Background: an optimization exercise with open tools, aiming at small area. Do not read the settings as production practice.
The RTL was checked by simulation tests, not by an equivalence proof against the original design.
No activity file was given, so power comes from the tool's default toggle rates.

==> flow/design.v (excerpt) <==
module image_process_v1_0 #
(
	parameter integer IMG_W = 32,
	parameter integer IMG_H = 24,
	parameter integer C_M00_AXIS_TDATA_WIDTH	= 32,
	parameter integer C_M00_AXIS_START_COUNT	= 32,
	parameter integer C_S00_AXIS_TDATA_WIDTH	= 32
)
(
	input wire  m00_axis_aclk,
	input wire  m00_axis_aresetn,
	output reg  m00_axis_tvalid,
	output wire [C_M00_AXIS_TDATA_WIDTH-1 : 0] m00_axis_tdata,
	output wire [(C_M00_AXIS_TDATA_WIDTH/8)-1 : 0] m00_axis_tstrb,
	output wire  m00_axis_tlast,
	input wire  m00_axis_tready,
	output reg  s00_axis_tready,
	input wire [C_S00_AXIS_TDATA_WIDTH-1 : 0] s00_axis_tdata,
	input wire [(C_S00_AXIS_TDATA_WIDTH/8)-1 : 0] s00_axis_tstrb,
	input wire  s00_axis_tlast,
	input wire  s00_axis_tvalid
);
Size in the first run: ~5300 cells after synthesis, roughly 80 I/O pins.
export LEC_CHECK = 0
export ABC_AREA = 1
export CAP_MARGIN = 0
export CORE_MARGIN = 2
export CORE_UTILIZATION = 70
export PLACE_DENSITY = 0.8
export SLEW_MARGIN = 0
create_clock -name core_clock -period 10.0 [get_ports {m00_axis_aclk}]
standard.sh (not shown) runs the stock make flow with config.mk's settings and CLKGATE_MAP_FILE= SYNTH_SCRIPT=/design/flow/synth_recipe.tcl, a recipe that flattens the netlist after the stock synthesis.
==> flow/flow/run.sh <==
#!/bin/bash
# Layout: the standard flow (standard.sh), with these changes:
#  - synthesis maps logic with ABC using flow/abc_area.script (an
#    area-oriented script) in place of ORFS's; everything else in synthesis,
#    and every other step, is ORFS's own script (a copy of ORFS's scripts
#    folder in which only abc_area.script is replaced);
#  - ports are buffered with buf_1 instead of the default buffer;
set -uo pipefail
here=$(pwd)
scripts=$here/orfs_scripts
rm -rf "$scripts"
cp -r "$FLOW_HOME/scripts" "$scripts"
cp flow/abc_area.script "$scripts/abc_area.script"
export BUFFER_PORTS_ARGS="-buffer_cell sky130_fd_sc_hd__buf_1"
for cfg in "30 60" "24 50" "20 45"; do
  set -- $cfg
  tag=cts_${1}_${2}
  export CTS_ARGS="-sink_clustering_enable -repair_clock_nets -sink_clustering_size $1 -sink_clustering_max_diameter $2 -buf_list sky130_fd_sc_hd__clkbuf_16 -dont_use_dummy_load"
  rm -rf "$here/orfs" "$here/out/final.def"
  if ! bash standard.sh SCRIPTS_DIR="$scripts" finish > "standard_$tag.log" 2>&1; then
    echo "standard flow failed for $tag"
    continue
  fi
  openroad -no_init -exit flow/clkslew.tcl > "clkslew_$tag.log" 2>&1 || true
  slew=$(sed -n 's/^MAXCLKSLEW //p' "clkslew_$tag.log")
  echo "$tag: max clock pin slew ${slew:-unknown} ns"
  if [[ -n "$slew" ]] && awk -v s="$slew" 'BEGIN { exit !(s <= 0.124) }'; then
    exit 0
  fi
done
# keep the last layout
exit 0
==> flow/flow/abc_area.script <==
strash; &get -n; &fraig -x; &put; scorr; dc2; dretime; strash; &get -n; &dch -f; &nf -R 1000; &put; topo; dnsize
==> flow/flow/clkslew.tcl <==
# Largest slew at a flip-flop clock pin of the routed layout.
set res orfs/results/sky130hd/image_process_v1_0/base
read_db $res/6_final.odb
read_liberty $::env(FLOW_HOME)/platforms/sky130hd/lib/sky130_fd_sc_hd__tt_025C_1v80.lib
read_sdc $res/6_final.sdc
read_spef $res/6_final.spef
set mx 0
foreach p [get_pins -hierarchical */CLK] {
  set s [get_property $p slew_max]
  if {$s > $mx} { set mx $s }
}
puts "MAXCLKSLEW $mx"
The starting point ran to the end with no violations.
Edit:
--- a/flow/design.v
+++ b/flow/design.v
@@ -229,20 +229,26 @@
 wire gray_n172 = gray_n145 & gray_n170;
 wire gray_n173 = gray_n149 ^ gray_n172;
 wire gray_n174 = gray_n149 & gray_n172;
 wire [7:0] gray = {gray_n173, gray_n171, gray_n169, gray_n167, gray_n165, gray_n163, gray_n161, gray_n159};
 reg [8*GLEN-1:0] dch;
 always @(posedge clk)
 begin
 	if(ce)
 		dch<={dch[8*GLEN-9:0],gray};
 end
+function [7:0] tap;
+	input [8*GLEN-1:0] ch;
+	input [7:0] cnt;
+	input integer p;
+	tap = (cnt>p) ? ch[8*p+:8] : 8'd0;
+endfunction
 function gt;
 	input [7:0] a,b;
 	integer i;
 	reg g;
 	begin
 		g = 1'b0;
 		for(i=0;i<8;i=i+1)
 			g = (a[i] & ~b[i]) | ((a[i] | ~b[i]) & g);
 		gt = g;
 	end
@@ -260,72 +266,47 @@
 function [7:0] min3;
 	input [7:0] a,b,c;
 	input ab,ac,bc;
 	min3 = sel3(a,b,c, ~ab&~ac, ab&~bc, (ab&bc)|(~ab&ac));
 endfunction
 function [7:0] mid3;
 	input [7:0] a,b,c;
 	input ab,ac,bc;
 	mid3 = sel3(a,b,c, (ab&~bc&~ac)|(~ab&ac), (ab&bc)|(~ab&~ac&~bc), (ab&~bc&ac)|(~ab&~ac&bc));
 endfunction
-reg v68,v69,v70,v71,v100,v101,v102,v103;
-always @(posedge clk)
-begin
-	if(!rst)
-		{v68,v69,v70,v71,v100,v101,v102,v103}<=8'd0;
-	else if(ce)
-		begin
-			if(n==2*IMG_W+4) v68<=1'b1;
-			if(n==2*IMG_W+5) v69<=1'b1;
-			if(n==2*IMG_W+6) v70<=1'b1;
-			if(n==2*IMG_W+7) v71<=1'b1;
-			if(n==3*IMG_W+4) v100<=1'b1;
-			if(n==3*IMG_W+5) v101<=1'b1;
-			if(n==3*IMG_W+6) v102<=1'b1;
-			if(n==3*IMG_W+7) v103<=1'b1;
-		end
-end
 wire [7:0] a0 = dch[8*(IMG_W+5)+:8], a1 = dch[8*(IMG_W+6)+:8], a2 = dch[8*(IMG_W+7)+:8];
-wire [7:0] b0 = v69 ? dch[8*(2*IMG_W+5)+:8] : 8'd0;
-wire [7:0] b1 = v70 ? dch[8*(2*IMG_W+6)+:8] : 8'd0;
-wire [7:0] b2 = v71 ? dch[8*(2*IMG_W+7)+:8] : 8'd0;
-wire [7:0] c0 = v101 ? dch[8*(3*IMG_W+5)+:8] : 8'd0;
-wire [7:0] c1 = v102 ? dch[8*(3*IMG_W+6)+:8] : 8'd0;
-wire [7:0] c2 = v103 ? dch[8*(3*IMG_W+7)+:8] : 8'd0;
-wire [7:0] an = dch[8*(IMG_W+4)+:8];
-wire [7:0] bn = v68 ? dch[8*(2*IMG_W+4)+:8] : 8'd0;
-wire [7:0] cn = v100 ? dch[8*(3*IMG_W+4)+:8] : 8'd0;
-reg  ab0,ac0,bc0,ab1,ac1,bc1,ab2,ac2,bc2;
+wire [7:0] b0 = tap(dch,n,2*IMG_W+5), b1 = tap(dch,n,2*IMG_W+6), b2 = tap(dch,n,2*IMG_W+7);
+wire [7:0] c0 = tap(dch,n,3*IMG_W+5), c1 = tap(dch,n,3*IMG_W+6), c2 = tap(dch,n,3*IMG_W+7);
+wire ab0 = gt(a0,b0), ac0 = gt(a0,c0), bc0 = gt(b0,c0);
+reg  ab1,ac1,bc1,ab2,ac2,bc2;
 wire [7:0] mx0 = max3(a0,b0,c0,ab0,ac0,bc0), md0 = mid3(a0,b0,c0,ab0,ac0,bc0), mn0 = min3(a0,b0,c0,ab0,ac0,bc0);
 wire [7:0] mx1 = max3(a1,b1,c1,ab1,ac1,bc1), md1 = mid3(a1,b1,c1,ab1,ac1,bc1), mn1 = min3(a1,b1,c1,ab1,ac1,bc1);
 wire [7:0] mx2 = max3(a2,b2,c2,ab2,ac2,bc2), md2 = mid3(a2,b2,c2,ab2,ac2,bc2), mn2 = min3(a2,b2,c2,ab2,ac2,bc2);
 wire x01 = gt(mx0,mx1), x02 = gt(mx0,mx2);
 wire d01 = gt(md0,md1), d02 = gt(md0,md2);
 wire n01 = gt(mn0,mn1), n02 = gt(mn0,mn2);
 reg  x12, d12, n12;
 wire [7:0] min_max = min3(mx0,mx1,mx2,x01,x02,x12);
 wire [7:0] mid_mid = mid3(md0,md1,md2,d01,d02,d12);
 wire [7:0] max_min = max3(mn0,mn1,mn2,n01,n02,n12);
 wire [7:0] med = mid3(min_max,mid_mid,max_min,
                       gt(min_max,mid_mid),gt(min_max,max_min),gt(mid_mid,max_min));
 always @(posedge clk)
 begin
 	if(!rst)
 		begin
-			ab0<=0; ac0<=0; bc0<=0;
 			ab1<=0; ac1<=0; bc1<=0;
 			ab2<=0; ac2<=0; bc2<=0;
 			x12<=0; d12<=0; n12<=0;
 		end
 	else if(ce)
 		begin
-			ab0<=gt(an,bn); ac0<=gt(an,cn); bc0<=gt(bn,cn);
 			ab1<=ab0; ac1<=ac0; bc1<=bc0;
 			ab2<=ab1; ac2<=ac1; bc2<=bc1;
 			x12<=x01; d12<=d01; n12<=n01;
 		end
 end
 reg [8*MLEN-1:0] ech;
 always @(posedge clk)
 begin
 	if(ce)
 		ech<={ech[8*MLEN-9:0],med};
=> The changed run produced a clean layout; fmax drops by 3.2%; register-to-register slack gets worse by 300 ps; total power hardly moves; design area climbs by 0.84%; worst hold slack gets worse by 7.3 ps; clock skew climbs by 17 ps; non-clock buffer count climbs by 137; first-iteration DRC count drops by 0.50%.

## what the ideal ports hide
How much do the figures lean on ideal ports? The routed layouts below were timed once more, with nothing changed but the port constraints. Step 1 assumes that a clkbuf_16 drives the clock port and a buf_2 every other input. Step 2 adds t to the input delays and takes it off the output delays; t is the mean of the earliest and latest rising clock arrival at the registers after step 1. Input paths then give back, and output paths get back, about the clock's delay inside the block. Three values: no drivers, after step 1, after step 2; two values: the first two.
run | t, ns | slack for setup (ns) | hold WS [ns] | worst setup path at the end | slew at the worst register clock pin (ns)
the first run | 0.888 | 0.654 / 0.654 / 0.654 | 0.365 / 0.365 / 0.365 | register to register | 0.12 / 0.12
the second run | 0.895 | 0.350 / 0.350 / 0.350 | 0.357 / 0.357 / 0.357 | register to register | 0.12 / 0.12
After both steps every run listed still meets setup and hold.
